This is an optimization exercise on Yosys and OpenROAD, whose aim is small area and a short achievable clock period, not a production implementation.
In this exercise RTL edits were held to simulation tests only and were not proved equivalent to the original.
Power and IR drop assume default switching activity.

==> design.v <==
module hold_reg #(parameter W = 8) (
    input clk,
    input wr,
    input keep,
    input [W-1:0] n,
    output reg [W-1:0] q,
    output [W-1:0] d
);
    assign d = ({W{wr}} & n) | ({W{keep}} & q);
    always @(posedge clk) q <= d;
endmodule
module rev_adder (
    input [15:0] a,
    input [9:0] d,
    input s,
    output [15:0] y
);
    wire [16:0] sum = {a, 1'b1} + {{6{s}}, d, s};
    assign y = sum[16:1];
endmodule
module cnt_adder (
    input [6:0] c,
    input add,
    input sub,
    output [6:0] booked,
    output [6:0] avail
);
    wire [6:0] t, u;
    assign t[0] = add | sub;
    assign u[0] = ~add & ~sub;
    genvar i;
    generate for (i = 1; i < 7; i = i + 1) begin : g
        assign t[i] = (add & (&c[i-1:0])) | (sub & ~(|c[i-1:0]));
        if (i == 1) begin : g1
            assign u[i] = (~add & ~sub & ~c[0]) | sub;
        end else begin : g2
            assign u[i] = (~add & ~sub & ~(|c[i-1:0])) | (sub & ~(|c[i-1:1]));
        end
    end endgenerate
    assign booked = c ^ t;
    assign avail = ~c ^ u ^ 7'b1000000;
endmodule
module aoi3 (
    input a0, s0, a1, s1, a2, s2,
    output y
);
    assign y = ~((a0 & s0) | (a1 & s1) | (a2 & s2));
endmodule
module cinema_system(
    input clk,
    input reset,
    input [1:0] theater_id,     
    input [3:0] row,
    input [3:0] col,
    input book_seat,
    input cancel_seat,
    input [1:0] seat_category,  
    input [1:0] time_slot,      
    input [2:0] day_type,       
    output [7:0] seat_status_out,
    output [7:0] total_booked,
    output [7:0] total_available,
    output [15:0] revenue,
    output [15:0] total_revenue
);
    reg        valid;
    reg [1:0]  p_theater;
    reg [6:0]  p_cnt;
    reg [15:0] p_rev;
    reg [9:0]  p_delta;    
    reg        p_add, p_sub;
    reg [15:0] trev;
    reg [7:0]  status_q;
    reg        p_wr;
    reg [4:0]  p_row;
    reg [9:0] price;
    always @(*) begin
        case ({seat_category == 2'd2 ? 2'd2 : seat_category == 2'd1 ? 2'd1 : 2'd0,
               time_slot == 2'd0 ? 2'd0 : time_slot == 2'd2 ? 2'd2 : 2'd1,
               day_type == 3'd1 ? 2'd1 : day_type == 3'd2 ? 2'd2 : 2'd0})
            6'b00_00_00: price = 10'd120;
            6'b00_00_01: price = 10'd144;
            6'b00_00_10: price = 10'd180;
            6'b00_01_00: price = 10'd150;
            6'b00_01_01: price = 10'd180;
            6'b00_01_10: price = 10'd225;
            6'b00_10_00: price = 10'd180;
            6'b00_10_01: price = 10'd216;
            6'b00_10_10: price = 10'd270;
            6'b01_00_00: price = 10'd160;
            6'b01_00_01: price = 10'd192;
            6'b01_00_10: price = 10'd240;
            6'b01_01_00: price = 10'd200;
            6'b01_01_01: price = 10'd240;
            6'b01_01_10: price = 10'd300;
            6'b01_10_00: price = 10'd240;
            6'b01_10_01: price = 10'd288;
            6'b01_10_10: price = 10'd360;
            6'b10_00_00: price = 10'd240;
            6'b10_00_01: price = 10'd288;
            6'b10_00_10: price = 10'd360;
            6'b10_01_00: price = 10'd300;
            6'b10_01_01: price = 10'd360;
            6'b10_01_10: price = 10'd450;
            6'b10_10_00: price = 10'd360;
            6'b10_10_01: price = 10'd432;
            6'b10_10_10: price = 10'd540;
            default:     price = 10'bx;
        endcase
    end
    wire        row_ok = ~row[3];
    wire        col_ok = ~col[3];
    wire [4:0]  row_idx = {theater_id, row[2:0]};
    wire [31:0] row_wr = {31'd0, p_wr} << p_row;
    wire [31:0] row_keep = ~row_wr & {32{valid}};
    wire [255:0] seat_q;
    genvar g;
    generate for (g = 0; g < 32; g = g + 1) begin : seat_rows
        wire [7:0] unused_d;
        hold_reg #(8) u (.clk(clk), .wr(row_wr[g]), .keep(row_keep[g]), .n(status_q),
                         .q(seat_q[g*8 +: 8]), .d(unused_d));
    end endgenerate
    wire [3:0]  th_dec = 4'd1 << theater_id;
    wire [7:0]  rw_dec = 8'd1 << row[2:0];
    wire [31:0] row_rd;
    generate for (g = 0; g < 32; g = g + 1) begin : rd
        assign row_rd[g] = th_dec[g / 8] & rw_dec[g % 8] & row_keep[g];
    end endgenerate
    wire        fwd = p_wr & (p_row == row_idx);
    wire [32:0] rd_sel = {fwd, row_rd};
    wire [7:0]  row_old;
    genvar b;
    generate for (b = 0; b < 8; b = b + 1) begin : rdb
        wire [32:0] v;
        wire [10:0] n;
        for (g = 0; g < 32; g = g + 1) begin : vv
            assign v[g] = seat_q[g*8 + b];
        end
        assign v[32] = status_q[b];
        for (g = 0; g < 11; g = g + 1) begin : t
            aoi3 u (.a0(v[3*g]), .s0(rd_sel[3*g]), .a1(v[3*g+1]), .s1(rd_sel[3*g+1]),
                    .a2(v[3*g+2]), .s2(rd_sel[3*g+2]), .y(n[g]));
        end
        assign row_old[b] = ~&n;
    end endgenerate
    wire [7:0] col_sel = (8'd1 << col[2:0]) & {8{row_ok & col_ok}};
    wire       old_bit = |(row_old & col_sel);
    wire       new_bit = ~cancel_seat & (old_bit | book_seat);
    wire [7:0] row_new = (row_old & ~col_sel) | (col_sel & {8{new_bit}});
    wire       op_add = |col_sel & ~old_bit & book_seat & ~cancel_seat;
    wire       op_sub = |col_sel & old_bit & cancel_seat;
    wire [15:0] rev_now, trev_now;
    wire [6:0]  cnt_now, avail_now;
    rev_adder u_rev (.a(p_rev), .d(p_delta), .s(p_sub), .y(rev_now));
    rev_adder u_trev (.a(trev), .d(p_delta), .s(p_sub), .y(trev_now));
    cnt_adder u_cnt (.c(p_cnt), .add(p_add), .sub(p_sub), .booked(cnt_now), .avail(avail_now));
    assign seat_status_out = status_q;
    assign total_booked    = {1'b0, cnt_now};
    assign total_available = {1'b0, avail_now};
    assign revenue         = rev_now;
    assign total_revenue   = trev_now;
    wire [3:0]  th_wr = 4'd1 << p_theater;
    wire [3:0]  th_keep = ~th_wr & {4{valid}};
    wire [22:0] th_d [0:3];
    generate for (g = 0; g < 4; g = g + 1) begin : theaters
        wire [22:0] q;
        hold_reg #(23) u (.clk(clk), .wr(th_wr[g]), .keep(th_keep[g]), .n({cnt_now, rev_now}),
                          .q(q), .d(th_d[g]));
    end endgenerate
    wire [22:0] th_sel = th_d[theater_id];
    always @(posedge clk) begin
        p_theater <= theater_id;
        p_row <= row_idx;
    end
    always @(posedge clk or posedge reset) begin
        if (reset) begin
            valid <= 1'b0;
            trev <= 16'd0;
            p_cnt <= 7'd0;
            p_rev <= 16'd0;
            p_delta <= 10'd0;
            p_add <= 1'b0;
            p_sub <= 1'b0;
            status_q <= 8'd0;
            p_wr <= 1'b0;
        end else begin
            valid <= 1'b1;
            trev <= trev_now;
            {p_cnt, p_rev} <= th_sel;
            p_delta <= op_sub ? ~price : op_add ? price : 10'd0;
            p_add <= op_add;
            p_sub <= op_sub;
            status_q <= row_ok ? row_new : 8'd0;
            p_wr <= row_ok;
        end
    end
endmodule
==> flow/run.sh <==
#!/bin/bash
# Standard ORFS layout (the standard.sh, standard synthesis) with:
#  - the buffers ABC inserts removed at floorplan (REMOVE_ABC_BUFFERS),
#  - small port buffers,
#  - timing repair asked to reach a setup slack margin, so that the achieved
#    period is pushed down (the SDC and clock period are unchanged).
set -euo pipefail
MARGIN=$(cat flow/margin.txt)
bash standard.sh REMOVE_ABC_BUFFERS=1 SETUP_SLACK_MARGIN=$MARGIN \
  "BUFFER_PORTS_ARGS=-buffer_cell $(cat flow/portbuf.txt)" finish > make_finish.log 2>&1
==> flow/margin.txt <==
23
==> flow/portbuf.txt <==
sky130_fd_sc_hd__buf_1
==> standard.sh <==
#!/bin/bash
# synth_recipe.tcl (not shown) runs the flow's synth.tcl, then flattens the netlist and writes it again
# the make line also repeats each setting of config.mk as NAME=value (left out here)
make -C /OpenROAD-flow-scripts/flow DESIGN_CONFIG=/design/flow/config.mk WORK_HOME=/design/flow/orfs CLKGATE_MAP_FILE= SYNTH_SCRIPT=/design/flow/synth_recipe.tcl "${@:-finish}"
==> config.mk <==
export PLATFORM = sky130hd
export DESIGN_NAME = cinema_system
export DESIGN_NICKNAME = cinema_system
export VERILOG_FILES = /design/flow/design.v
export SDC_FILE = /design/flow/constraint.sdc
export NUM_CORES = 4
export LEC_CHECK = 0
export CAP_MARGIN = 20
export CORE_MARGIN = 2
export CORE_UTILIZATION = 65
export CTS_BUF_LIST = sky130_fd_sc_hd__clkbuf_8
export CTS_CLUSTER_DIAMETER = 50
export CTS_CLUSTER_SIZE = 16
export SLEW_MARGIN = 20
export SYNTH_HIERARCHICAL = 1
==> constraint.sdc <==
create_clock -name core_clock -period 32.0 [get_ports {clk}]
set_input_delay 6.4000 -clock core_clock [delete_from_list [all_inputs] [get_ports {clk}]]
set_output_delay 6.4000 -clock core_clock [all_outputs]
set_load 0.01 [all_outputs]
==> results_dict.tcl, run 1 <==
set metrics [dict create \
    placed_cells 1860 \
    crit_start "p_sub$_DFF_PP0_" \
    fin_ws_ns 22.64 \
    finalMaxSlewViolations 0 \
    cts_tree "built" \
    gp_congestion 0.998 \
    setup_violations 0 \
    place_hpwl_um 30800 \
    grt_overflow_total 0 \
    post-route-period-util 0.293 \
    cts_buffers 39 \
    post-synth-top-area-cell "dfxtp_1" \
    syn_area_mm2 0.0176 \
    drt-initial-drc-count 1720 \
    ios 77 \
    synth_cell_type_count 68 \
    clockBufferDepth 3 \
    cts.htree.levels 2 \
    final.min_clock_period_ns 9.36 \
    drive_gt1_frac 0.196 \
    floorplan.die_area_mm2 0.0284 \
    worstHoldPathType "flop to flop" \
    power.density_mw_per_mm2 50.0 \
    vias 14074 \
    drc 0 \
    avgSynthCellArea_um2 11.3 \
    die_x_um 168 \
    postSynthCellCount 1555 \
    antenna_found_initial 0 \
    min_to "theaters[0].u.q[13]$_DFF_P_" \
    clkSinkCount 414 \
    ys_seq_area_frac 0.489 \
    drt_wl_total_um 49700 \
    r2r_start "p_row[1]$_DFF_P_" \
    fin_nets 1675 \
    rsz0062_at_grt "true" \
    synthTopCellsByArea "dfxtp_1 40%, a22o_1 17%, dfrtp_1 8.7%" \
    path_max_fanout 3 \
    gr-usage-all-layers 0.334 \
    area_delta_synth_final_pct 11.8 \
    drtAntennaViolNets 0 \
    grt_max_degree 62 \
    grt_pass1_wl_um 74800 \
    reg2reg_depth 10 \
    grt_pass1_vias 13234 \
    cts-root-buf "clkbuf_8" \
    hold_violations 0 \
    ir_drop_mv 0.0369 \
    synth_most_common_cell "dfxtp_1" \
    wl_per_cell_um 25.0 \
    cp.required_ns 25.60 \
    cap_violations 0 \
    numPortBuffers 74 \
    setup_tns_ns 0 \
    vias_per_cell 7.08 \
    initial_core_util 0.658 \
    worst-setup-path-type "flop to output port" \
    clk_transition_reported_paths_ns 0.09 \
    rrSetupSlack_ns 27.58 \
    dr.pass1.iters 11 \
    end_kind "output port" \
    whs_path_depth 1 \
    fin_skew_ns 0.0409 \
    max_freq_ghz 0.107 \
    n_antenna_cell 0 \
    synth_ff_type "dfxtp_1" \
    critPathLaunchType "flop" \
    max_slew.worst_pin.slew_ns 1.20 \
    synth_edf_count 0 \
    yosys_register_bits 414 \
    core_area_mm2 0.0267 \
    die_height_um 168 \
    outcome "finished clean" \
    rr_endpoint "p_delta[9]$_DFF_PP0_" \
    synth_top_area_frac 0.402 \
    layoutNonFillerInstCount 1987 \
    dpl_worst_slack_ns 21.60 \
    slew_headroom 0.197 \
    netlist_top_cells_count "353 x dfxtp_1, 342 x a22o_1, 88 x a222oi_1" \
    fillCellCount 1861 \
    core.rowCount 60 \
    p_leak_nw 7.80 \
    worst_ep_arrival_time_ns 2.96 \
    min_from "theaters[0].u.q[13]$_DFF_P_" \
    worstSkewPairLatency_ns 0.58 \
    holdBufCountCts 0 \
    yosysWarnings 9 \
    synth_async_sr_flop_share 0.147 \
]
## worst max path at each step
stage | to | slack (ns)
after floorplan | p_delta[1]$_DFF_PP0_ | 23.22
after global placement | status_q[7]$_DFF_PP0_ | 21.72
after detailed placement | status_q[7]$_DFF_PP0_ | 21.60
after CTS | revenue[11] | 22.68
after global routing | revenue[11] | 22.56
final | revenue[11] | 22.64
## final cells by class
class                      count  area [um^2]  share of cell area
inverter                      13         48.8             0.00248
clock buffer                  44          606              0.0308
multi-input combinational   1006         8770               0.446
clock inverter                24          277              0.0141
tap                          341          427              0.0217
timing repair buffer         145          935              0.0475
sequential                   414         8600               0.437
## modules after synthesis (local to each module, per instance), excerpt
module	copies in the design	flip-flops and latches	cells inside
cinema_system	1	66	459
rev_adder	2	0	96
cnt_adder	1	0	40
aoi3	88	0	1
## what timing repair did
action                                  4_1_cts  5_1_grt
resized for setup                            88       95
cloned                                        1        1
endpoints found under the setup margin       45       42
buffers inserted                             31       26
pin swaps                                    37       59
## critical path, cell delays in order, from the launching register on
cell	delay, ns
dfrtp_2	0.44
buf_12	0.14
fa_2	0.38
nand3_4	0.09
a21oi_2	0.07
o41a_1	0.53
nor4b_2	0.28
nor3_2	0.07
xor2_1	0.23
buf_2	0.18
## cells in the final DEF (no fill, tap or decap), drive strengths merged, types with 4 or more instances in the layout
| cell | Yosys | routed |
|---|---|---|
| or3 | 5 | 5 |
| mux4 | 23 | 23 |
| nor3 | 47 | 47 |
| clkbuf | 23 | 48 |
| nor2 | 70 | 70 |
| o22ai | 8 | 8 |
| dfrtp | 61 | 61 |
| a221oi | 4 | 4 |
| nand4 | 20 | 20 |
| clkinv | 0 | 6 |
| a211oi | 10 | 10 |
| a21oi | 41 | 41 |
| nand3b | 9 | 9 |
| xnor2 | 26 | 26 |
| nand2 | 36 | 36 |
| dfxtp | 353 | 353 |
| nor2b | 47 | 47 |
| a22o | 350 | 350 |
| nand3 | 29 | 29 |
| inv | 13 | 25 |
| and2 | 11 | 11 |
| a21o | 10 | 10 |
| a31oi | 6 | 6 |
| o21ai | 35 | 35 |
| nand2b | 7 | 7 |
| ha | 33 | 33 |
| or2 | 4 | 4 |
| o31ai | 6 | 6 |
| nor3b | 5 | 5 |
| a222oi | 88 | 88 |
| buf | 101 | 140 |
| xor2 | 24 | 24 |
| bufinv | 0 | 4 |
| o211ai | 4 | 4 |
| mux2i | 7 | 7 |
## metrics by stage
stage          hold WS (ns)  power (W)  instance area (um^2)   util
2_1_floorplan         0.433   0.000593                 16700      -
3_3_place_gp          0.444   0.000620                 17500  0.654
3_5_place_dp          0.450   0.000621                 17500  0.654
4_1_cts               0.473   0.000974                 19100  0.713
5_1_grt               0.484    0.00102                 19700  0.736
6_report              0.476   0.000984                 19700  0.736
## per-layer routing
layer | global-route usage | part of all wire
met2 | 0.535 | 0.46
met3 | 0.0435 | 0.074
met5 | 0 | 0
met1 | 0.460 | 0.42
met4 | 0.141 | 0.042
## cells by family after synthesis
logic type,count (synthesis),synth area share
DFF,414,0.489
and+or+nand+nor,308,0.0942
other,2,0.000427
buffers and inverters,137,0.0558
xor gates and xnor gates,50,0.0249
adders and majority gates,36,0.0263
muxes,30,0.0334
AOI/OAI and AO/OA,578,0.276
## sequential cells by signal, indices dropped and copies added (netlist names), 4 cells and up
name,cells
trev,16
p_rev,16
theaters.u.q,92
p_row,4
p_delta,10
status_q,8
seat_rows.u.q,256
p_cnt,7
## power by group
group	internal (W)	switching, W	total (W)
logic	0.0000351	0.0000623	0.0000974
registers	0.000525	0.00000543	0.000530
clock network	0.000166	0.000190	0.000356
==> run 2, diff against run 1 <==
==> flow/run.sh (replaced) <==
#!/bin/bash
# Standard ORFS layout (the standard.sh, so the standard synthesis,
# floorplan, power grid and tap cells are unchanged), with extra make
# variables from flow/knobs.txt, one VAR=value per line:
#  - REMOVE_ABC_BUFFERS=1: drop the buffers ABC inserts (resizer rebuffers),
#  - BUFFER_PORTS_ARGS: small port buffers,
#  - SETUP_SLACK_MARGIN / TNS_END_PERCENT: timing repair asked to reach a
#    setup slack margin, which pushes the achieved period down (the SDC and
#    the clock period are unchanged),
#  - CTS_ARGS: clock tree with large clusters and no dummy loads.
# make's output goes to make_finish.log; ORFS keeps each step's log under
# orfs/logs.
set -euo pipefail
args=()
while IFS= read -r line; do
  [[ -z "$line" || "$line" == \#* ]] && continue
  args+=("$line")
done < flow/knobs.txt
bash standard.sh "${args[@]}" finish > make_finish.log 2>&1
==> flow/knobs.txt (new file) <==
REMOVE_ABC_BUFFERS=1
BUFFER_PORTS_ARGS=-buffer_cell sky130_fd_sc_hd__buf_1
SETUP_SLACK_MARGIN=23
TNS_END_PERCENT=100
CTS_ARGS=-sink_clustering_enable -repair_clock_nets -sink_clustering_size 24 -sink_clustering_max_diameter 80 -buf_list sky130_fd_sc_hd__clkbuf_16 -dont_use_dummy_load
--- a/config.mk
+++ b/config.mk
@@ -9,7 +9,4 @@
 export CORE_MARGIN = 2
 export CORE_UTILIZATION = 65
-export CTS_BUF_LIST = sky130_fd_sc_hd__clkbuf_8
-export CTS_CLUSTER_DIAMETER = 50
-export CTS_CLUSTER_SIZE = 16
 export SLEW_MARGIN = 20
 export SYNTH_HIERARCHICAL = 1
removed: flow/margin.txt
removed: flow/portbuf.txt
==> results_dict.tcl, run 2 <==
set metrics [dict create \
    outcome "finished clean" \
    grt_pass1_vias 12952 \
    slew_headroom 0.220 \
    whs_path_depth 1 \
    cts.htree.levels 1 \
    drtAntennaViolNets 0 \
    hold_violations 0 \
    reg2reg_depth 11 \
    ys_seq_area_frac 0.489 \
    area_delta_synth_final_pct 9.16 \
    cp_common_cell "a21oi_2" \
    post-route-period-util 0.290 \
    core_area_mm2 0.0267 \
    cap_violations 0 \
    grt_overflow_total 0 \
    final.min_clock_period_ns 9.28 \
    ir_drop_mv 0.0463 \
    cts_buffers 21 \
    wl_per_cell_um 25.2 \
    n_antenna_cell 0 \
    finalMaxSlewViolations 0 \
    largest_reg_flops 256 \
    design_area_mm2 0.0192 \
    synth_top_area_frac 0.402 \
    path_max_fanout 4 \
    yosysWarnings 9 \
    fin_nets 1655 \
    holdBufCountCts 0 \
    reg_top3 "seat_rows.u.q: 256 flops, theaters.u.q: 92 flops" \
    numPortBuffers 74 \
    worst_ep_arrival_time_ns 2.88 \
    setup_tns_ns 0 \
    post-synth-top-area-cell "dfxtp_1" \
    setup_violations 0 \
    clockPowerShare 0.306 \
    worstSkewPairLatency_ns 0.53 \
    power.density_mw_per_mm2 46.9 \
    drt_wl_total_um 48900 \
    max_slew.worst_pin.slew_ns 1.17 \
    clk_transition_reported_paths_ns 0.10 \
    internal-power_w 0.000676 \
    gr-usage-all-layers 0.329 \
    crit_family "compound AO/OA/AOI/OAI gates" \
    clockBufferDepth 3 \
    drive_gt1_frac 0.167 \
    path_buf_inv 1 \
    die_height_um 168 \
    synth_async_sr_flop_share 0.147 \
    synth_edf_count 0 \
    postSynthCellCount 1555 \
    dr.pass1.iters 10 \
    initial_core_util 0.658 \
    cts-root-buf "clkbuf_16" \
    p_comb_frac 0.105 \
    drc 0 \
    vias 13875 \
    layout_common_cells "353 x dfxtp_1, 342 x a22o_1, 88 x a222oi_1, 70 x nor2_1, 63 x buf_4" \
    drt-initial-drc-count 1808 \
    critPathMaxStageDelay_ns 0.47 \
    fin_skew_ns 0.0340 \
    crit_start "p_rev[2]$_DFF_PP0_" \
    netlist_top_cells_count "353 x dfxtp_1, 342 x a22o_1, 88 x a222oi_1" \
    syn_area_mm2 0.0176 \
    synth_most_common_cell "dfxtp_1" \
    slowest_stage "o41a_1" \
    antenna_found_initial 0 \
    regMostFlops "seat_rows.u.q" \
    vias_per_cell 7.16 \
    ios 77 \
    worstPathCellList "ha_1 > a21oi_2 > a21oi_2 > o41a_1 > nor4b_2 > nor3_2 > xor2_1 > buf_2" \
    worst-setup-path-type "flop to output port" \
    yosys_register_bits 414 \
    die_x_um 168 \
    worstHoldPathType "flop to flop" \
    switchingPower_w 0.000224 \
    end_kind "output port" \
    cp.required_ns 25.60 \
    synth_cell_type_count 68 \
    place_hpwl_um 30800 \
    clkSinkCount 414 \
    dpl-instance-area_mm2 0.0175 \
    grt_pass1_wl_um 73700 \
    synth_ff_type "dfxtp_1" \
    synthTopCellsByArea "dfxtp_1 40%, a22o_1 17%, dfrtp_1 8.7%" \
    avgSynthCellArea_um2 11.3 \
    r2r_start "p_row[1]$_DFF_P_" \
    p_leak_nw 7.58 \
    gp_congestion 0.998 \
    p_sw_frac 0.249 \
    crit_cells 8 \
    seqPwrFrac 0.589 \
    min_from "theaters[0].u.q[13]$_DFF_P_" \
    max_freq_ghz 0.108 \
    hold_slack_ns 0.473 \
    cts_tree "built" \
    core.rowCount 60 \
    floorplan.die_area_mm2 0.0284 \
    final_common_cell "dfxtp_1" \
    grt_max_degree 62 \
    rsz0062_at_grt "true" \
    critPathLaunchType "flop" \
    fillCellCount 1919 \
]
[run 2: layout make-up]
| type | count | area (um^2) | area share |
|---|---|---|---|
| clock buffers | 21 | 526 | 0.0274 |
| flip-flops and latches | 414 | 8600 | 0.448 |
| multi-input cells | 1006 | 8680 | 0.452 |
| well taps | 341 | 427 | 0.0222 |
| inverters | 13 | 48.8 | 0.00254 |
| repair buffers | 143 | 920 | 0.0479 |
[run 2: power groups by stage]
stage,Clock [W],Combinational [W],Sequential [W]
after global placement,0,0.0000797,0.000541
final,0.000275,0.0000947,0.000530
after CTS,0.000279,0.0000851,0.000529
after floorplan,0,0.0000527,0.000541
after global routing,0.000295,0.000102,0.000531
after detailed placement,0,0.0000808,0.000541
[run 2: metal layers]
metal  vias to the layer above  part of all wire  track usage
met1                      6818              0.42        0.453
met4                         0             0.040        0.127
met3                       120             0.074       0.0419
met5                         -                 0            0
li1                       6201                 -            -
met2                       736              0.46        0.532
[run 2: cell families after synthesis]
family / count (synthesis) / share of synthesized area
compound gates: 578 / 0.276
flops: 414 / 0.489
simple gates: 308 / 0.0942
buf+inv: 137 / 0.0558
xor+xnor: 50 / 0.0249
fa+ha+maj: 36 / 0.0263
mux: 30 / 0.0334
other cells: 2 / 0.000427
[run 2: worst paths after layout]
path	endpoint	slack, ns
setup / recovery	revenue[11]	22.72
hold / removal	theaters[0].u.q[13]$_DFF_P_	0.47
setup reg to reg	p_delta[8]$_DFF_PP0_	27.75
hold reg to reg	theaters[0].u.q[13]$_DFF_P_	0.47
max in group asynchronous	p_sub$_DFF_PP0_	25.28
min in group asynchronous	status_q[0]$_DFF_PP0_	6.07
[run 2: metrics by stage]
step / setup WS [ns] / utilization / cells / total power, W
final: 22.72 / 0.718 / 1938 / 0.000900
after global routing: 22.60 / 0.718 / 1938 / 0.000928
after CTS: 22.74 / 0.697 / 1910 / 0.000893
after detailed placement: 21.60 / 0.654 / 1860 / 0.000621
after global placement: 21.72 / 0.654 / 1860 / 0.000620
after floorplan: 23.22 / - / 1432 / 0.000593
[run 2: timing repair]
action,4_1_cts,5_1_grt
setup buffers,27,28
resized for setup,86,77
pin swaps,34,52
cloned,2,0
endpoints found under the setup margin,44,42
[run 2: Yosys stat by module (local to each module, per instance), a selection]
| module | cells | times used | flops+latches | area (um^2) |
|---|---|---|---|---|
| aoi3 | 1 | 88 | 0 | 10.0 |
| rev_adder | 96 | 2 | 0 | 724 |
| cnt_adder | 40 | 1 | 0 | 300 |
| cinema_system | 459 | 1 | 66 | 4230 |
==> run 3, diff against run 2 <==
==> flow/knobs.txt (replaced) <==
REMOVE_ABC_BUFFERS=1
BUFFER_PORTS_ARGS=-buffer_cell sky130_fd_sc_hd__buf_1
SETUP_SLACK_MARGIN=23.3
TNS_END_PERCENT=5
CTS_ARGS=-sink_clustering_enable -repair_clock_nets -sink_clustering_size 24 -sink_clustering_max_diameter 80 -buf_list sky130_fd_sc_hd__clkbuf_16 -dont_use_dummy_load
==> results_dict.tcl, run 3 <==
set metrics [dict create \
    outcome "finished clean" \
    synth_edf_count 0 \
    initial_core_util 0.658 \
    area_delta_synth_final_pct 5.83 \
    final.min_clock_period_ns 9.21 \
    post-route-period-util 0.288 \
    avgSynthCellArea_um2 11.3 \
    regMostFlops "seat_rows.u.q" \
    synth_cell_type_count 68 \
    gr-usage-met2 0.521 \
    utilization 0.696 \
    ir_drop_mv 0.0460 \
    yosys_register_bits 414 \
    core_area_mm2 0.0267 \
    p_comb_frac 0.097 \
    seqPwrFrac 0.594 \
    worstHoldPathType "flop to flop" \
    reg_top3 "seat_rows.u.q: 256 flops, theaters.u.q: 92 flops" \
    postSynthCellCount 1555 \
    grt_overflow_total 0 \
    numPortBuffers 74 \
    drtAntennaViolNets 0 \
    fin_skew_ns 0.0381 \
    max_slew.worst_pin.slew_ns 1.16 \
    power.density_mw_per_mm2 47.8 \
    floorplan.die_area_mm2 0.0284 \
    netlist_top_cells_count "353 x dfxtp_1, 342 x a22o_1, 88 x a222oi_1" \
    hold_violations 0 \
    synth_async_sr_flop_share 0.147 \
    gp_congestion 0.998 \
    clockPowerShare 0.309 \
    layout_common_cells "353 x dfxtp_1, 342 x a22o_1, 88 x a222oi_1, 70 x nor2_1, 64 x buf_1" \
    max_freq_ghz 0.109 \
    grt_pass1_vias 12831 \
    antenna_found_initial 0 \
    dpl-instance-area_mm2 0.0175 \
    fillCellCount 2025 \
    slew_headroom 0.224 \
    synth_top_area_frac 0.402 \
    n_antenna_cell 0 \
    cts.htree.levels 1 \
    drc 0 \
    switchingPower_w 0.000220 \
    met1_usage 0.453 \
    end_kind "output port" \
    grt_max_degree 62 \
    core.rowCount 60 \
    vias 13631 \
    worstSkewPairLatency_ns 0.53 \
    met3_usage 0.0414 \
    setup_violations 0 \
    critPathLaunchType "flop" \
    clockBufferDepth 3 \
    cts_buffers 21 \
    drt_wl_total_um 48100 \
    hold_slack_ns 0.470 \
    gr-usage-all-layers 0.327 \
    dr.pass1.iters 10 \
    rsz0062_at_grt "true" \
    synth_ff_type "dfxtp_1" \
    synthTopCellsByArea "dfxtp_1 40%, a22o_1 17%, dfrtp_1 8.7%" \
    p_sw_frac 0.247 \
    ios 77 \
    path_max_fanout 3 \
    cts-root-buf "clkbuf_16" \
    wl_per_cell_um 25.2 \
    worst_ep_arrival_time_ns 2.81 \
    vias_per_cell 7.15 \
    syn_area_mm2 0.0176 \
    p_leak_nw 7.33 \
    place_hpwl_um 30800 \
    clk_transition_reported_paths_ns 0.09 \
    yosysWarnings 9 \
    die_x_um 168 \
    fin_nets 1624 \
    internal-power_w 0.000671 \
    design_area_mm2 0.0186 \
    clkSinkCount 414 \
    synth_most_common_cell "dfxtp_1" \
    setup_tns_ns 0 \
    cts_tree "built" \
    grt_pass1_wl_um 73200 \
    cap_violations 0 \
    finalMaxSlewViolations 0 \
    holdBufCountCts 0 \
    largest_reg_flops 256 \
    final_common_cell "dfxtp_1" \
    drt-initial-drc-count 1738 \
    post-synth-top-area-cell "dfxtp_1" \
    drive_gt1_frac 0.112 \
    grt_busiest_layer "met2" \
    die_height_um 168 \
    worst-setup-path-type "flop to output port" \
    ys_seq_area_frac 0.489 \
    cp.required_ns 25.60 \
]
[run 3: what timing repair did]
action / in CTS / in global routing
setup buffers: 21 / 2
gates resized for setup: 53 / 34
setup endpoints to repair: 53 / 52
pin swaps: 28 / 9
cloned: 3 / 0
[run 3: worst paths after layout]
kind                       cells past startpoint                           to                        start  slack [ns]
min                                            1  theaters[3].u.q[22]$_DFF_P_  theaters[3].u.q[22]$_DFF_P_        0.47
min in group asynchronous                      3        status_q[0]$_DFF_PP0_                        reset        6.07
max                                            9                  revenue[11]              p_sub$_DFF_PP0_       22.79
max in group asynchronous                      3              p_sub$_DFF_PP0_                        reset       25.28
min reg2reg                                    1  theaters[3].u.q[22]$_DFF_P_  theaters[3].u.q[22]$_DFF_P_        0.47
max reg2reg                                   10         p_delta[8]$_DFF_PP0_             p_row[1]$_DFF_P_       27.62
[run 3: metrics by stage]
stage	std cells	setup slack (ns)	total power [W]
floorplan	1432	23.22	0.000593
global placement	1860	21.72	0.000620
detailed placement	1860	21.60	0.000621
CTS	1905	22.74	0.000892
global route	1907	22.69	0.000919
finish	1907	22.79	0.000890
[run 3: cell type report]
type                            count  area (um^2)  area share
Tap cell                          341          427      0.0229
Timing Repair Buffer              112          676      0.0363
Inverter                           13         48.8     0.00262
Multi-Input combinational cell   1006         8340       0.448
Clock buffer                       21          526      0.0282
Sequential cell                   414         8600       0.462
[run 3: logic make-up after synthesis]
group	Yosys count	synth area share
buffers and inverters	137	0.0558
AO/OA/AOI/OAI	578	0.276
adder cells (fa/ha/maj)	36	0.0263
flip-flops	414	0.489
XOR/XNOR	50	0.0249
multiplexers	30	0.0334
AND/OR/NAND/NOR	308	0.0942
other	2	0.000427
[run 3: power by group through the flow]
stage	clock network (W)	logic, W	registers (W)
floorplan	0	0.0000527	0.000541
global placement	0	0.0000797	0.000541
detailed placement	0	0.0000808	0.000541
CTS	0.000279	0.0000847	0.000529
global route	0.000295	0.0000938	0.000530
finish	0.000275	0.0000864	0.000529
[run 3: worst max-delay path, stage by stage, from the launching register on]
cell     delay, ns
dfrtp_2       0.44
buf_12        0.13
fa_2          0.36
nand3_4       0.11
a21oi_2       0.06
o41a_1        0.47
nor4b_2       0.29
nor3_2        0.07
xor2_1        0.18
buf_2         0.16
[run 3: Yosys stat by module (local to each module, per instance), excerpt]
| module | cell area [um^2] | cells inside | flops+latches | copies in the design |
|---|---|---|---|---|
| aoi3 | 10.0 | 1 | 0 | 88 |
| cinema_system | 4230 | 459 | 66 | 1 |
| cnt_adder | 300 | 40 | 0 | 1 |
| rev_adder | 724 | 96 | 0 | 2 |
[run 3: metal layers]
| metal | up-vias | wire, um |
|---|---|---|
| li1 | 6157 | - |
| met1 | 6660 | 20700 |
| met2 | 695 | 22000 |
| met3 | 119 | 3500 |
| met4 | 0 | 1900 |
| met5 | - | 0 |
==> run 4, diff against run 3 <==
==> flow/knobs.txt (replaced) <==
REMOVE_ABC_BUFFERS=1
BUFFER_PORTS_ARGS=-buffer_cell sky130_fd_sc_hd__buf_1
SETUP_SLACK_MARGIN=23
TNS_END_PERCENT=5
CTS_ARGS=-sink_clustering_enable -repair_clock_nets -sink_clustering_size 24 -sink_clustering_max_diameter 80 -buf_list sky130_fd_sc_hd__clkbuf_16 -dont_use_dummy_load
==> results_dict.tcl, run 4 <==
set metrics [dict create \
    grt_pass1_wl_um 72700 \
    max_freq_ghz 0.108 \
    cap_violations 0 \
    place_hpwl_um 30800 \
    drc 0 \
    synth_top_area_frac 0.402 \
    min_to "theaters[3].u.q[22]$_DFF_P_" \
    rrSetupSlack_ns 27.59 \
    numPortBuffers 74 \
    synth_edf_count 0 \
    drt-initial-drc-count 1655 \
    area_delta_synth_final_pct 4.74 \
    synthTopCellsByArea "dfxtp_1 40%, a22o_1 17%, dfrtp_1 8.7%" \
    utilization 0.689 \
    cts_tree "built" \
    outcome "finished clean" \
    layout_common_cells "353 x dfxtp_1, 342 x a22o_1, 88 x a222oi_1, 70 x nor2_1, 67 x buf_1" \
    setup_tns_ns 0 \
    grt_overflow_total 0 \
    drt_wl_total_um 47400 \
    worstPathCellList "clkbuf_2 > buf_12 > or3b_4 > nor3_1 > a222oi_1 > nand4_1 > nor3_2 > o22ai_1 > nor4_4 > or4_1 > o21ai_1" \
    yosysWarnings 9 \
    hold_violations 0 \
    max_slew.worst_pin.slew_ns 1.17 \
    wl_per_cell_um 24.9 \
    floorplan.die_area_mm2 0.0284 \
    synth_async_sr_flop_share 0.147 \
    cts.htree.levels 1 \
    netlist_top_cells_count "353 x dfxtp_1, 342 x a22o_1, 88 x a222oi_1" \
    die_height_um 168 \
    synth_xor_area_frac 0.0249 \
    syn_area_mm2 0.0176 \
    cts-root-buf "clkbuf_16" \
    yosys.area_share.simple 0.0942 \
    drive_gt1_frac 0.0969 \
    post-route-period-util 0.288 \
    rr_endpoint "p_delta[9]$_DFF_PP0_" \
    rsz0062_at_grt "true" \
    synth_compound_area_frac 0.276 \
    synth_cell_type_count 68 \
    cts_buffers 21 \
    fin_skew_ns 0.0416 \
    gr-usage-all-layers 0.323 \
    p_total_w 0.000889 \
    regMostFlops "seat_rows.u.q" \
    holdBufCountCts 0 \
    finalMaxSlewViolations 0 \
    power.density_mw_per_mm2 48.3 \
    postSynthCellCount 1555 \
    clockBufferDepth 3 \
    core_area_mm2 0.0267 \
    vias 13472 \
    ios 77 \
    initial_core_util 0.658 \
    post-synth-top-area-cell "dfxtp_1" \
    avgSynthCellArea_um2 11.3 \
    dr.pass1.iters 10 \
    worst_ep_arrival_time_ns 9.68 \
    min_from "theaters[3].u.q[22]$_DFF_P_" \
    worstHoldPathType "flop to flop" \
    slew_headroom 0.221 \
    synthMuxAreaShare 0.0334 \
    slowest_stage "nor3_1" \
    fin_nets 1616 \
    die_x_um 168 \
    cp.required_ns 32.45 \
    synth_ff_type "dfxtp_1" \
    whs_path_depth 1 \
    vias_per_cell 7.09 \
    clkSinkCount 414 \
    dpl-instance-area_mm2 0.0175 \
    hold_slack_ns 0.470 \
    setup_violations 0 \
    grt_max_degree 62 \
    r2r_start "p_row[1]$_DFF_P_" \
    critPathMaxStageDelay_ns 0.69 \
    path_max_fanout 15 \
    final_common_cell "dfxtp_1" \
    reg_top3 "seat_rows.u.q: 256 flops, theaters.u.q: 92 flops" \
    synth_top_family_by_area "compound AO/OA/AOI/OAI gates" \
    antenna_found_initial 0 \
    final.min_clock_period_ns 9.23 \
    gp_congestion 0.998 \
    grt_pass1_vias 12787 \
    largest_reg_flops 256 \
    reg2reg_depth 10 \
    clk_transition_reported_paths_ns 0.09 \
    critPathLaunchType "primary input" \
    crit_start "theater_id[0]" \
    n_antenna_cell 0 \
    ys_seq_area_frac 0.489 \
    worst-setup-path-type "primary input to flop" \
    end_kind "flop" \
    yosys_register_bits 414 \
    drtAntennaViolNets 0 \
    synth_most_common_cell "dfxtp_1" \
    ir_drop_mv 0.0459 \
    worstSkewPairLatency_ns 0.54 \
    core.rowCount 60 \
    p_leak_nw 7.24 \
    synth_fa_ha_area_frac 0.0263 \
    design_area_mm2 0.0184 \
    fillCellCount 2048 \
]
==> run 4: cell counts after synthesis <==
No cell type changed its count.
==> run 4: area by class of cell <==
| type | count | area [um^2] | area share |
|---|---|---|---|
| Timing Repair Buffer | 105 | 578 | 0.0314 |
| Clock buffer | 21 | 526 | 0.0285 |
| Inverter | 13 | 48.8 | 0.00265 |
| Sequential cell | 414 | 8600 | 0.467 |
| Multi-Input combinational cell | 1005 | 8250 | 0.448 |
| Tap cell | 341 | 427 | 0.0232 |
==> run 4: per-module statistics from Yosys (local to each module, per instance), a selection <==
module / area, um^2 / cells inside / copies in the design
cinema_system: 4230 / 459 / 1
rev_adder: 724 / 96 / 2
cnt_adder: 300 / 40 / 1
aoi3: 10.0 / 1 / 88
==> run 4: how the worst max path moves through the flow <==
| stage | endpoint | slack (ns) | cells after the start |
|---|---|---|---|
| after floorplan | p_delta[1]$_DFF_PP0_ | 23.22 | 9 |
| after global placement | status_q[7]$_DFF_PP0_ | 21.72 | 10 |
| after detailed placement | status_q[7]$_DFF_PP0_ | 21.60 | 10 |
| after CTS | revenue[11] | 22.74 | 9 |
| after global routing | revenue[8] | 22.67 | 8 |
| final | p_delta[1]$_DFF_PP0_ | 22.77 | 11 |
==> run 4: cell families (layout without fill, tap and decap cells) <==
family          Yosys count  after routing
buf+inv                 137            139
flops                   414            414
xor+xnor                 50             50
other cells               2              3
compound gates          578            578
simple gates            308            308
fa+ha+maj                36             36
mux                      30             30
==> run 4: report_power, final <==
group          internal [W]  switching (W)
Clock              0.000118       0.000158
Combinational     0.0000270      0.0000579
Sequential         0.000525     0.00000399
Total              0.000670       0.000220
==> run 4: what timing repair did <==
action / 4_1_cts / 5_1_grt
gates resized for setup: 36 / 24
gates cloned: 1 / 0
endpoints found under the setup margin: 44 / 43
setup buffers: 16 / 1
pin swaps: 20 / 8
==> run 4: critical path: cells and delay by family <==
kind / cells / cell delay [ns]
simple gates: 6 / 2.25
buf+inv: 2 / 0.34
compound gates: 3 / 0.68
==> run 4: metrics by stage <==
stage	cells	setup WS (ns)
floorplan	1432	23.22
global placement	1860	21.72
detailed placement	1860	21.60
CTS	1898	22.74
global route	1899	22.67
finish	1899	22.77
==> run 4: layer usage <==
metal / GRT usage / part of all wire / up-vias
li1: - / - / 6125
met1: 0.450 / 0.43 / 6575
met2: 0.520 / 0.46 / 652
met3: 0.0376 / 0.071 / 120
met4: 0.131 / 0.040 / 0
met5: 0 / 0 / -
==> run 5, diff against run 4 <==
--- a/config.mk
+++ b/config.mk
@@ -9,4 +9,5 @@
 export CORE_MARGIN = 2
 export CORE_UTILIZATION = 65
+export PLACE_DENSITY = 0.75
 export SLEW_MARGIN = 20
 export SYNTH_HIERARCHICAL = 1
==> results_dict.tcl, run 5 <==
set metrics [dict create \
    floorplan.die_area_mm2 0.0284 \
    antenna_found_initial 0 \
    synth_edf_count 0 \
    vias_per_cell 7.23 \
    initial_core_util 0.658 \
    ios 77 \
    cts.htree.levels 1 \
    p_leak_nw 7.29 \
    dr.pass1.iters 13 \
    max_slew.worst_pin.slew_ns 1.14 \
    cts-root-buf "clkbuf_16" \
    final_common_cell "dfxtp_1" \
    worstHoldPathType "flop to flop" \
    grt_pass1_vias 12499 \
    fillCellCount 1982 \
    synth_async_sr_flop_share 0.147 \
    synthTopCellsByArea "dfxtp_1 40%, a22o_1 17%, dfrtp_1 8.7%" \
    max_freq_ghz 0.108 \
    holdBufCountCts 0 \
    cts_buffers 21 \
    finalMaxSlewViolations 0 \
    grt_pass1_wl_um 71700 \
    n_antenna_cell 0 \
    grt_max_degree 62 \
    cp.required_ns 25.60 \
    worstSkewPairLatency_ns 0.54 \
    vias 13752 \
    clkSinkCount 414 \
    wl_per_cell_um 24.8 \
    setup_tns_ns 0 \
    drive_gt1_frac 0.0973 \
    reg_top3 "seat_rows.u.q: 256 flops, theaters.u.q: 92 flops" \
    gp_congestion 1.01 \
    cap_violations 0 \
    setup_violations 0 \
    yosysWarnings 9 \
    area_delta_synth_final_pct 4.87 \
    drt-initial-drc-count 1915 \
    drt_wl_total_um 47300 \
    ir_drop_mv 0.0366 \
    end_kind "output port" \
    crit_family "compound AO/OA/AOI/OAI gates" \
    core.rowCount 60 \
    slew_headroom 0.240 \
    outcome "finished clean" \
    clockBufferDepth 3 \
    regMostFlops "seat_rows.u.q" \
    worstPathCellList "buf_12 > fa_2 > nand3_4 > a21oi_2 > o41a_1 > buf_6 > nor4b_4 > nor3_1 > xor2_1 > buf_2" \
    slowest_stage "o41a_1" \
    synth_cell_type_count 68 \
    yosys_register_bits 414 \
    die_height_um 168 \
    path_max_fanout 4 \
    syn_area_mm2 0.0176 \
    power.density_mw_per_mm2 48.1 \
    netlist_top_cells_count "353 x dfxtp_1, 342 x a22o_1, 88 x a222oi_1" \
    critPathMaxStageDelay_ns 0.46 \
    avgSynthCellArea_um2 11.3 \
    largest_reg_flops 256 \
    die_x_um 168 \
    grt_overflow_total 0 \
    synth_most_common_cell "dfxtp_1" \
    clk_transition_reported_paths_ns 0.09 \
    path_buf_inv 3 \
    final.min_clock_period_ns 9.27 \
    place_hpwl_um 30400 \
    hold_violations 0 \
    critPathLaunchType "flop" \
    numPortBuffers 74 \
    rsz0062_at_grt "true" \
    cts_tree "built" \
    core_area_mm2 0.0267 \
    layout_common_cells "353 x dfxtp_1, 342 x a22o_1, 88 x a222oi_1, 70 x nor2_1, 66 x buf_1" \
    fin_skew_ns 0.0349 \
    fin_nets 1620 \
    post-synth-top-area-cell "dfxtp_1" \
    drtAntennaViolNets 0 \
    drc 0 \
    gr-usage-all-layers 0.317 \
    ys_seq_area_frac 0.489 \
    hold_slack_ns 0.474 \
    synth_top_area_frac 0.402 \
    worst-setup-path-type "flop to output port" \
    post-route-period-util 0.290 \
    worst_ep_arrival_time_ns 2.87 \
    synth_ff_type "dfxtp_1" \
    postSynthCellCount 1555 \
]
-- run 5: cell counts after synthesis --
No cell type changed its count.
-- run 5: Yosys stat by module (local to each module, per instance), excerpt --
module | times used | area, um^2 | cells | flops+latches
aoi3 | 88 | 10.0 | 1 | 0
cinema_system | 1 | 4230 | 459 | 66
cnt_adder | 1 | 300 | 40 | 0
rev_adder | 2 | 724 | 96 | 0
-- run 5: logic make-up after synthesis --
| group | Yosys count | share of synthesized area |
|---|---|---|
| AOI/OAI and AO/OA | 578 | 0.276 |
| xor gates and xnor gates | 50 | 0.0249 |
| adders and majority gates | 36 | 0.0263 |
| buffers and inverters | 137 | 0.0558 |
| DFF | 414 | 0.489 |
| muxes | 30 | 0.0334 |
| other | 2 | 0.000427 |
| and+or+nand+nor | 308 | 0.0942 |
-- run 5: final timing paths --
kind | from | to | slack, ns | depth (start not counted)
max | p_sub$_DFF_PP0_ | revenue[11] | 22.73 | 10
min | theaters[2].u.q[10]$_DFF_P_ | theaters[2].u.q[10]$_DFF_P_ | 0.47 | 1
max reg2reg | p_wr$_DFF_PP0_ | p_delta[9]$_DFF_PP0_ | 27.52 | 10
min reg2reg | theaters[2].u.q[10]$_DFF_P_ | theaters[2].u.q[10]$_DFF_P_ | 0.47 | 1
max in group asynchronous | reset | p_sub$_DFF_PP0_ | 25.32 | 3
min in group asynchronous | reset | status_q[4]$_DFF_PP0_ | 6.06 | 3
-- run 5: area by class of cell --
cell class / count / area, um^2 / share of cell area
sequential: 414 / 8600 / 0.466
inverter: 13 / 48.8 / 0.00265
tap: 341 / 427 / 0.0231
multi-input combinational: 1006 / 8250 / 0.447
clock buffer: 21 / 526 / 0.0285
timing repair buffer: 108 / 599 / 0.0325
-- run 5: power by group --
group	internal (W)	switching [W]
registers	0.000525	0.00000539
logic	0.0000269	0.0000564
clock network	0.000118	0.000157
total	0.000669	0.000218
-- run 5: what timing repair did --
item / in CTS / in global routing
endpoints found under the setup margin: 44 / 44
setup buffers: 12 / 10
gates resized for setup: 23 / 38
pin swaps: 10 / 23
cloned: 0 / 2
hold endpoints to repair: 0 / 0
-- run 5: per-layer routing --
metal	wire length, um	GRT usage	vias to the layer above
li1	-	-	6129
met1	19800	0.458	6639
met2	21300	0.504	860
met3	4490	0.0348	124
met4	1650	0.103	0
met5	0	0	-
-- run 5: stage by stage --
step	power (W)	cell area (um^2)	instances	util	setup WS, ns
floorplan	0.000593	16700	1432	-	23.22
global placement	0.000620	17500	1858	0.653	21.77
detailed placement	0.000621	17500	1858	0.653	21.67
CTS	0.000889	18200	1891	0.679	22.74
global route	0.000917	18400	1903	0.690	22.58
finish	0.000888	18400	1903	0.690	22.73
==> run 6, diff against run 5 <==
==> flow/knobs.txt (replaced) <==
REMOVE_ABC_BUFFERS=1
BUFFER_PORTS_ARGS=-buffer_cell sky130_fd_sc_hd__buf_1
SETUP_SLACK_MARGIN=22.8
TNS_END_PERCENT=20
CTS_ARGS=-sink_clustering_enable -repair_clock_nets -sink_clustering_size 24 -sink_clustering_max_diameter 80 -buf_list sky130_fd_sc_hd__clkbuf_16 -dont_use_dummy_load
--- a/config.mk
+++ b/config.mk
@@ -9,5 +9,4 @@
 export CORE_MARGIN = 2
 export CORE_UTILIZATION = 65
-export PLACE_DENSITY = 0.75
 export SLEW_MARGIN = 20
 export SYNTH_HIERARCHICAL = 1
==> results_dict.tcl, run 6 <==
set metrics [dict create \
    worst_ep_arrival_time_ns 9.67 \
    largest_reg_flops 256 \
    ir_drop_mv 0.0463 \
    yosysWarnings 9 \
    die_x_um 168 \
    clk_transition_reported_paths_ns 0.09 \
    place_hpwl_um 30800 \
    drc 0 \
    rrSetupSlack_ns 27.62 \
    max_freq_ghz 0.108 \
    drt-initial-drc-count 1783 \
    crit_family "simple AND/OR/NAND/NOR gates" \
    cts_tree "built" \
    cts.htree.levels 1 \
    path_buf_inv 3 \
    fin_nets 1617 \
    power.density_mw_per_mm2 48.2 \
    worstSkewPairLatency_ns 0.54 \
    rr_endpoint "p_delta[9]$_DFF_PP0_" \
    netlist_top_cells_count "353 x dfxtp_1, 342 x a22o_1, 88 x a222oi_1" \
    drt_wl_total_um 47200 \
    drtAntennaViolNets 0 \
    synth_most_common_cell "dfxtp_1" \
    avgSynthCellArea_um2 11.3 \
    area_delta_synth_final_pct 4.81 \
    synth_xor_area_frac 0.0249 \
    min_from "theaters[3].u.q[22]$_DFF_P_" \
    outcome "finished clean" \
    cap_violations 0 \
    syn_area_mm2 0.0176 \
    synth_async_sr_flop_share 0.147 \
    vias 13576 \
    reg2reg_depth 10 \
    cts_buffers 21 \
    grt_pass1_vias 12751 \
    regMostFlops "seat_rows.u.q" \
    p_leak_nw 7.26 \
    post-synth-top-area-cell "dfxtp_1" \
    postSynthCellCount 1555 \
    clkSinkCount 414 \
    ios 77 \
    crit_cells 12 \
    wl_per_cell_um 24.8 \
    synthMuxAreaShare 0.0334 \
    worstPathCellList "clkbuf_2 > buf_12 > nand3b_1 > buf_4 > nor3_1 > a222oi_1 > nand3_1 > nor3_2 > o22ai_1 > nor4_4 > or4_1 > o21ai_1" \
    worstHoldPathType "flop to flop" \
    core_area_mm2 0.0267 \
    r2r_start "p_row[1]$_DFF_P_" \
    whs_path_depth 1 \
    synthTopCellsByArea "dfxtp_1 40%, a22o_1 17%, dfrtp_1 8.7%" \
    drive_gt1_frac 0.0975 \
    gr-usage-all-layers 0.321 \
    layout_common_cells "353 x dfxtp_1, 342 x a22o_1, 88 x a222oi_1, 70 x nor2_1, 65 x buf_1" \
    slew_headroom 0.225 \
    floorplan.die_area_mm2 0.0284 \
    layoutNonFillerInstCount 1900 \
    yosys.area_share.simple 0.0942 \
    finalMaxSlewViolations 0 \
    vias_per_cell 7.15 \
    grt_pass1_wl_um 72300 \
    placed_cells 1860 \
    slowest_stage "nor3_1" \
    reg_top3 "seat_rows.u.q: 256 flops, theaters.u.q: 92 flops" \
    crit_start "theater_id[0]" \
    synth_fa_ha_area_frac 0.0263 \
    cts-root-buf "clkbuf_16" \
    final.min_clock_period_ns 9.22 \
    end_kind "flop" \
    n_antenna_cell 0 \
    synth_top_family_by_area "compound AO/OA/AOI/OAI gates" \
    antenna_found_initial 0 \
    max_slew.worst_pin.slew_ns 1.16 \
    final_common_cell "dfxtp_1" \
    fin_skew_ns 0.0371 \
    min_to "theaters[3].u.q[22]$_DFF_P_" \
    grt_overflow_total 0 \
    synth_cell_type_count 68 \
    dr.pass1.iters 12 \
    grt_max_degree 62 \
    cp.required_ns 32.45 \
    core.rowCount 60 \
    initial_core_util 0.658 \
    hold_violations 0 \
    synth_ff_type "dfxtp_1" \
    numPortBuffers 74 \
    worst-setup-path-type "primary input to flop" \
    critPathMaxStageDelay_ns 0.76 \
    synth_edf_count 0 \
    holdBufCountCts 0 \
    yosys_register_bits 414 \
    post-route-period-util 0.288 \
    path_max_fanout 15 \
    synth_top_area_frac 0.402 \
    critPathLaunchType "primary input" \
    synth_compound_area_frac 0.276 \
    setup_tns_ns 0 \
    rsz0062_at_grt "true" \
    clockBufferDepth 3 \
    die_height_um 168 \
    ys_seq_area_frac 0.489 \
    gp_congestion 0.998 \
    setup_violations 0 \
]
run 6: changes by cell type in the layout (fill, tap and decap cells not counted), moves of 2 or more:
cell,delta
a211oi_2,+3
nor3_1,+2
buf_4,-3
o22ai_1,+2
a211oi_1,-3
xor2_2,+2
xor2_1,-2
run 6: layout make-up:
cell class / count / area (um^2)
Sequential cell: 414 / 8600
Fill cell: 2049 / 8290
Multi-Input combinational cell: 1005 / 8240
Timing Repair Buffer: 106 / 601
Clock buffer: 21 / 526
Tap cell: 341 / 427
Inverter: 13 / 48.8
run 6: modules after synthesis (local to each module, per instance), excerpt:
module	area, um^2	times used
aoi3	10.0	88
cinema_system	4230	1
cnt_adder	300	1
rev_adder	724	2
run 6: worst max-delay path by stage:
stage / to / slack [ns]
floorplan: p_delta[1]$_DFF_PP0_ / 23.22
global placement: status_q[7]$_DFF_PP0_ / 21.72
detailed placement: status_q[7]$_DFF_PP0_ / 21.60
CTS: total_revenue[15] / 22.70
global route: revenue[8] / 22.69
finish: p_delta[1]$_DFF_PP0_ / 22.78
run 6: per-layer routing:
metal	track usage	vias up	routed length, um
met5	0	-	0
met4	0.135	0	1910
met3	0.0367	122	3280
met2	0.514	662	21700
met1	0.446	6664	20300
li1	-	6128	-
run 6: cells by family after synthesis:
family,Yosys count
multiplexers,30
other,2
flip-flops,414
XOR/XNOR,50
AND/OR/NAND/NOR,308
AO/OA/AOI/OAI,578
buffers and inverters,137
adder cells (fa/ha/maj),36
run 6: per-stage QoR:
| stage | setup WS, ns | instance area [um^2] | util | hold WS (ns) | total power (W) |
|---|---|---|---|---|---|
| global placement | 21.72 | 17500 | 0.654 | 0.444 | 0.000620 |
| detailed placement | 21.60 | 17500 | 0.654 | 0.450 | 0.000621 |
| floorplan | 23.22 | 16700 | - | 0.433 | 0.000593 |
| CTS | 22.70 | 18200 | 0.680 | 0.471 | 0.000889 |
| global route | 22.69 | 18400 | 0.690 | 0.483 | 0.000917 |
| finish | 22.78 | 18400 | 0.690 | 0.471 | 0.000889 |
run 6: where the power goes:
group          total (W)  leakage, nW  switching [W]  internal (W)
Sequential      0.000529         3.67     0.00000399      0.000525
Combinational  0.0000848         3.33      0.0000581     0.0000268
Clock           0.000275        0.259       0.000158      0.000118
Total           0.000889         7.26       0.000220      0.000670
run 6: what timing repair did:
item | CTS | global route
gates resized for setup | 22 | 38
gates cloned | 0 | 1
pin swaps | 11 | 24
endpoints found under the setup margin | 34 | 33
setup buffers | 10 | 7
==> run 7, diff against run 6 <==
==> flow/knobs.txt (replaced) <==
REMOVE_ABC_BUFFERS=1
BUFFER_PORTS_ARGS=-buffer_cell sky130_fd_sc_hd__buf_1
SETUP_SLACK_MARGIN=23.3
TNS_END_PERCENT=5
CTS_ARGS=-sink_clustering_enable -repair_clock_nets -sink_clustering_size 24 -sink_clustering_max_diameter 80 -buf_list sky130_fd_sc_hd__clkbuf_16 -dont_use_dummy_load
--- a/config.mk
+++ b/config.mk
@@ -8,5 +8,5 @@
 export CAP_MARGIN = 20
 export CORE_MARGIN = 2
-export CORE_UTILIZATION = 65
+export CORE_UTILIZATION = 70
 export SLEW_MARGIN = 20
 export SYNTH_HIERARCHICAL = 1
==> results_dict.tcl, run 7 <==
set metrics [dict create \
    cts_buffers 21 \
    synth_edf_count 0 \
    yosysWarnings 9 \
    final.min_clock_period_ns 9.22 \
    min_from "theaters[1].u.q[0]$_DFF_P_" \
    synth_most_common_cell "dfxtp_1" \
    grt_pass1_vias 12880 \
    grt_pass1_wl_um 72900 \
    hold_violations 0 \
    drt_wl_total_um 48800 \
    cts-root-buf "clkbuf_16" \
    synthTopCellsByArea "dfxtp_1 40%, a22o_1 17%, dfrtp_1 8.7%" \
    finalMaxSlewViolations 0 \
    synth_top_family_by_area "compound AO/OA/AOI/OAI gates" \
    vias_per_cell 7.35 \
    critPathMaxStageDelay_ns 0.44 \
    netlist_top_cells_count "353 x dfxtp_1, 342 x a22o_1, 88 x a222oi_1" \
    design_area_mm2 0.0186 \
    worst_ep_arrival_time_ns 2.82 \
    drive_gt1_frac 0.113 \
    worst-setup-path-type "flop to output port" \
    fin_skew_ns 0.0455 \
    regMostFlops "seat_rows.u.q" \
    cp.required_ns 25.60 \
    clkSinkCount 414 \
    gp_congestion 1.01 \
    die_height_um 163 \
    wl_per_cell_um 25.7 \
    largest_reg_flops 256 \
    synth_cell_type_count 68 \
    fin_nets 1625 \
    clockBufferDepth 3 \
    syn_area_mm2 0.0176 \
    cts.htree.levels 1 \
    setup_violations 0 \
    avgSynthCellArea_um2 11.3 \
    rsz0062_at_grt "true" \
    synth_fa_ha_area_frac 0.0263 \
    post-route-period-util 0.288 \
    n_antenna_cell 0 \
    dpl-instance-area_mm2 0.0174 \
    synth_ff_type "dfxtp_1" \
    holdBufCountCts 0 \
    crit_start "p_sub$_DFF_PP0_" \
    reg2reg_depth 11 \
    path_max_fanout 5 \
    outcome "finished clean" \
    vias 13941 \
    worstHoldPathType "flop to flop" \
    final_common_cell "dfxtp_1" \
    slowest_stage "dfrtp_2" \
    synth_top_area_frac 0.402 \
    gr-usage-all-layers 0.349 \
    ys_seq_area_frac 0.489 \
    slew_headroom 0.266 \
    place_hpwl_um 31000 \
    setup_tns_ns 0 \
    synth_xor_area_frac 0.0249 \
    reg_top3 "seat_rows.u.q: 256 flops, theaters.u.q: 92 flops" \
    yosys.area_share.simple 0.0942 \
    critPathLaunchType "flop" \
    ios 77 \
    yosys_register_bits 414 \
    die_x_um 163 \
    initial_core_util 0.707 \
    antenna_found_initial 1 \
    ir_drop_mv 0.0464 \
    cap_violations 0 \
    whs_path_depth 1 \
    p_leak_nw 7.35 \
    synth_async_sr_flop_share 0.147 \
    core.rowCount 58 \
    max_freq_ghz 0.108 \
    area_delta_synth_final_pct 5.84 \
    floorplan.die_area_mm2 0.0264 \
    grt_busiest_layer "met2" \
    r2r_start "p_row[1]$_DFF_P_" \
    end_kind "output port" \
    layout_common_cells "353 x dfxtp_1, 342 x a22o_1, 88 x a222oi_1, 70 x nor2_1, 64 x buf_1" \
    post-synth-top-area-cell "dfxtp_1" \
    worstSkewPairLatency_ns 0.56 \
    drtAntennaViolNets 0 \
    clk_transition_reported_paths_ns 0.09 \
    max_slew.worst_pin.slew_ns 1.10 \
    met3_usage 0.0568 \
    numPortBuffers 74 \
    power.density_mw_per_mm2 47.9 \
    grt_max_degree 62 \
    core_area_mm2 0.0249 \
    dr.pass1.iters 12 \
    worstPathCellList "buf_12 > buf_4 > ha_1 > nand3_1 > nor2_1 > a211o_1 > a31oi_4 > xnor2_1 > buf_1" \
    drt-initial-drc-count 2058 \
    drc 0 \
    synthMuxAreaShare 0.0334 \
    synth_compound_area_frac 0.276 \
    grt_overflow_total 0 \
    met1_usage 0.477 \
    cts_tree "built" \
    gr-usage-met2 0.561 \
    postSynthCellCount 1555 \
]
==> run 7: cell types whose count changed in the layout (fill, tap and decap cells not counted), moves of 3 or more <==
cell / change
buf_4: +6
nor3_1: -10
o22ai_2: +3
o22ai_1: -3
nor3_2: +8
clkbuf_2: -3
==> run 7: timing repair <==
action,CTS,global route
buffers inserted,10,16
pin swaps,7,32
cloned,0,3
resized for setup,25,72
endpoints found under the setup margin,52,51
==> run 7: power breakdown <==
group | total [W] | switching (W) | leakage (nW) | internal, W
logic | 0.0000853 | 0.0000572 | 3.43 | 0.0000280
registers | 0.000530 | 0.00000494 | 3.67 | 0.000525
clock network | 0.000277 | 0.000159 | 0.259 | 0.000118
total | 0.000892 | 0.000222 | 7.35 | 0.000671
==> run 7: per-stage QoR <==
| step | hold WS [ns] | std cells | setup slack [ns] | power, W | util |
|---|---|---|---|---|---|
| finish | 0.472 | 1897 | 22.78 | 0.000892 | 0.748 |
| global route | 0.486 | 1897 | 22.69 | 0.000919 | 0.748 |
| CTS | 0.468 | 1878 | 22.75 | 0.000888 | 0.729 |
| detailed placement | 0.448 | 1847 | 21.73 | 0.000621 | 0.701 |
| global placement | 0.443 | 1847 | 21.81 | 0.000619 | 0.701 |
| floorplan | 0.433 | 1432 | 23.22 | 0.000593 | - |
==> run 7: routing by layer <==
metal	part of all wire	up-vias
li1	-	6142
met1	0.41	6796
met2	0.45	840
met3	0.098	161
met4	0.042	2
met5	0.00027	-
==> run 7: modules after synthesis, one instance, submodules excluded, a selection <==
module | times used | flip-flops and latches
rev_adder | 2 | 0
cinema_system | 1 | 66
aoi3 | 88 | 0
cnt_adder | 1 | 0
==> run 7: final timing paths <==
kind,endpoint,slack (ns)
max in group asynchronous,p_sub$_DFF_PP0_,25.33
min reg2reg,theaters[1].u.q[0]$_DFF_P_,0.47
max reg2reg,status_q[7]$_DFF_PP0_,27.54
min,theaters[1].u.q[0]$_DFF_P_,0.47
max,revenue[13],22.78
min in group asynchronous,valid$_DFF_PP0_,6.08
==> run 7: area by class of cell <==
class	instances	area, um^2
sequential	414	8600
fill	1746	6280
inverter	13	48.8
clock buffer	21	526
tap	330	413
timing repair buffer	113	704
multi-input combinational	1006	8330
==> run 7: logic make-up (layout without fill, tap and decap cells) <==
kind of cell             count (synthesis)  in the layout
AO/OA/AOI/OAI                          578            578
XOR/XNOR                                50             50
adder cells (fa/ha/maj)                 36             36
buffers and inverters                  137            147
flip-flops                             414            414
multiplexers                            30             30
other                                    2              3
AND/OR/NAND/NOR                        308            309
==> run 7: critical path, delay by kind of cell, from the launching register on <==
kind / cells / cell delay, ns
AO/OA/AOI/OAI: 2 / 0.51
buffers and inverters: 3 / 0.48
flip-flops: 1 / 0.44
adder cells (fa/ha/maj): 1 / 0.36
XOR/XNOR: 1 / 0.27
AND/OR/NAND/NOR: 2 / 0.23
==> run 8, diff against run 7 <==
==> flow/knobs.txt (replaced) <==
REMOVE_ABC_BUFFERS=1
BUFFER_PORTS_ARGS=-buffer_cell sky130_fd_sc_hd__buf_1
SETUP_SLACK_MARGIN=23
TNS_END_PERCENT=5
CTS_ARGS=-sink_clustering_enable -repair_clock_nets -sink_clustering_size 24 -sink_clustering_max_diameter 80 -buf_list sky130_fd_sc_hd__clkbuf_16 -dont_use_dummy_load
==> results_dict.tcl, run 8 <==
set metrics [dict create \
    outcome "finished clean" \
    rrSetupSlack_ns 27.58 \
    finalMaxSlewViolations 0 \
    worst_ep_arrival_time_ns 2.82 \
    post-route-period-util 0.288 \
    syn_area_mm2 0.0176 \
    worstHoldPathType "flop to flop" \
    netlist_top_cells_count "353 x dfxtp_1, 342 x a22o_1, 88 x a222oi_1" \
    switchingPower_w 0.000221 \
    rsz0062_at_grt "true" \
    r2r_start "p_row[1]$_DFF_P_" \
    synth_top_area_frac 0.402 \
    die_height_um 163 \
    fin_nets 1618 \
    cts.htree.levels 1 \
    clockPowerShare 0.311 \
    drt-initial-drc-count 2096 \
    final.min_clock_period_ns 9.22 \
    synth_ff_type "dfxtp_1" \
    cts_buffers 21 \
    end_kind "output port" \
    reg_top3 "seat_rows.u.q: 256 flops, theaters.u.q: 92 flops" \
    ios 77 \
    initial_core_util 0.707 \
    power.density_mw_per_mm2 48.3 \
    crit_end "revenue[13]" \
    regMostFlops "seat_rows.u.q" \
    area_delta_synth_final_pct 4.87 \
    numPortBuffers 74 \
    reg2reg_depth 11 \
    p_leak_nw 7.28 \
    n_antenna_cell 0 \
    clkSinkCount 414 \
    cts_tree "built" \
    core.rowCount 58 \
    avgSynthCellArea_um2 11.3 \
    drt_wl_total_um 48500 \
    floorplan.die_area_mm2 0.0264 \
    max_slew.worst_pin.slew_ns 1.09 \
    vias_per_cell 7.36 \
    synth_cell_type_count 68 \
    rr_endpoint "status_q[7]$_DFF_PP0_" \
    place_hpwl_um 31000 \
    p_comb_frac 0.094 \
    synth_most_common_cell "dfxtp_1" \
    synth_async_sr_flop_share 0.147 \
    postSynthCellCount 1555 \
    cap_violations 0 \
    grt_max_degree 62 \
    vias 13905 \
    cts-root-buf "clkbuf_16" \
    drtAntennaViolNets 0 \
    die_x_um 163 \
    synth_edf_count 0 \
    crit_start "p_sub$_DFF_PP0_" \
    dr.pass1.iters 10 \
    seqPwrFrac 0.595 \
    p_sw_frac 0.248 \
    internal-power_w 0.000669 \
    wl_per_cell_um 25.6 \
    setup_tns_ns 0 \
    fin_ws_ns 22.78 \
    cp.required_ns 25.60 \
    dpl_worst_slack_ns 21.73 \
    yosys_register_bits 414 \
    drc 0 \
    grt_pass1_vias 12880 \
    ir_drop_mv 0.0463 \
    yosysWarnings 9 \
    post-synth-top-area-cell "dfxtp_1" \
    grt_overflow_total 0 \
]
-- run 8: cell types whose count changed in the layout (fill, tap and decap cells not counted), sizes merged --
cell	before	now
clkbuf	25	26
buf	109	101
-- run 8: power by group through the flow --
stage / sequential (W) / combinational, W / clock, W
2_1_floorplan: 0.000541 / 0.0000527 / 0
3_3_place_gp: 0.000541 / 0.0000781 / 0
3_5_place_dp: 0.000542 / 0.0000791 / 0
4_1_cts: 0.000530 / 0.0000807 / 0.000277
5_1_grt: 0.000531 / 0.0000904 / 0.000296
6_report: 0.000530 / 0.0000837 / 0.000276
-- run 8: critical path: stages (launching register included) --
cell and delay, ns:
dfrtp_2 0.44, buf_12 0.14, buf_4 0.14, ha_1 0.36
nand3_1 0.16, nor2_1 0.07, a211o_1 0.33, a31oi_4 0.18
xnor2_1 0.27, buf_1 0.20
-- run 8: worst min path at each step --
stage	endpoint	cells after the start	slack [ns]	from
final	theaters[1].u.q[0]$_DFF_P_	1	0.47	theaters[1].u.q[0]$_DFF_P_
after detailed placement	theaters[1].u.q[0]$_DFF_P_	1	0.45	theaters[1].u.q[0]$_DFF_P_
after global routing	theaters[3].u.q[22]$_DFF_P_	1	0.49	theaters[3].u.q[22]$_DFF_P_
after global placement	theaters[2].u.q[0]$_DFF_P_	1	0.44	theaters[2].u.q[0]$_DFF_P_
after floorplan	theaters[2].u.q[0]$_DFF_P_	1	0.43	theaters[2].u.q[0]$_DFF_P_
after CTS	theaters[1].u.q[0]$_DFF_P_	1	0.47	theaters[1].u.q[0]$_DFF_P_
-- run 8: logic make-up (layout without fill, tap and decap cells) --
| logic type | count (synthesis) | in the layout | synth area share |
|---|---|---|---|
| multiplexers | 30 | 30 | 0.0334 |
| adder cells (fa/ha/maj) | 36 | 36 | 0.0263 |
| AND/OR/NAND/NOR | 308 | 309 | 0.0942 |
| XOR/XNOR | 50 | 50 | 0.0249 |
| other | 2 | 3 | 0.000427 |
| AO/OA/AOI/OAI | 578 | 578 | 0.276 |
| buffers and inverters | 137 | 140 | 0.0558 |
| flip-flops | 414 | 414 | 0.489 |
-- run 8: layout make-up --
class                      count  area, um^2
sequential                   414        8600
fill                        1762        6450
timing repair buffer         106         599
tap                          330         413
multi-input combinational   1006        8260
inverter                      13        48.8
clock buffer                  21         526
-- run 8: what timing repair did --
item,in CTS,in global routing
resized for setup,25,44
pin swaps,7,22
buffers inserted,10,10
hold buffers,0,0
cloned,0,2
endpoints found under the setup margin,44,46
-- run 8: modules after synthesis, one instance, submodules excluded, excerpt --
module | copies in the design | cells inside | cell area, um^2 | flops+latches
aoi3 | 88 | 1 | 10.0 | 0
cinema_system | 1 | 459 | 4230 | 66
rev_adder | 2 | 96 | 724 | 0
cnt_adder | 1 | 40 | 300 | 0
-- run 8: per-layer routing --
| metal | track usage | vias to the layer above | wire [um] |
|---|---|---|---|
| li1 | - | 6128 | - |
| met1 | 0.477 | 6815 | 19700 |
| met2 | 0.561 | 807 | 22300 |
| met3 | 0.0568 | 153 | 4550 |
| met4 | 0.137 | 2 | 1850 |
| met5 | 0 | - | 13 |
-- run 8: through the flow --
stage	instance area [um^2]	util	hold WS, ns	power (W)	cells
2_1_floorplan	16700	-	0.433	0.000593	1432
3_3_place_gp	17400	0.701	0.443	0.000619	1847
3_5_place_dp	17400	0.701	0.448	0.000621	1847
4_1_cts	18100	0.729	0.468	0.000888	1878
5_1_grt	18400	0.741	0.486	0.000917	1890
6_report	18400	0.741	0.469	0.000890	1890

Check on run 8: ideal ports give 22.779 ns setup slack; a clkbuf_16 on the clock port and buf_2 on the inputs give 22.725 ns; moving port delays by the midpoint clock arrival (0.584 ns) as well gives 22.328 ns.
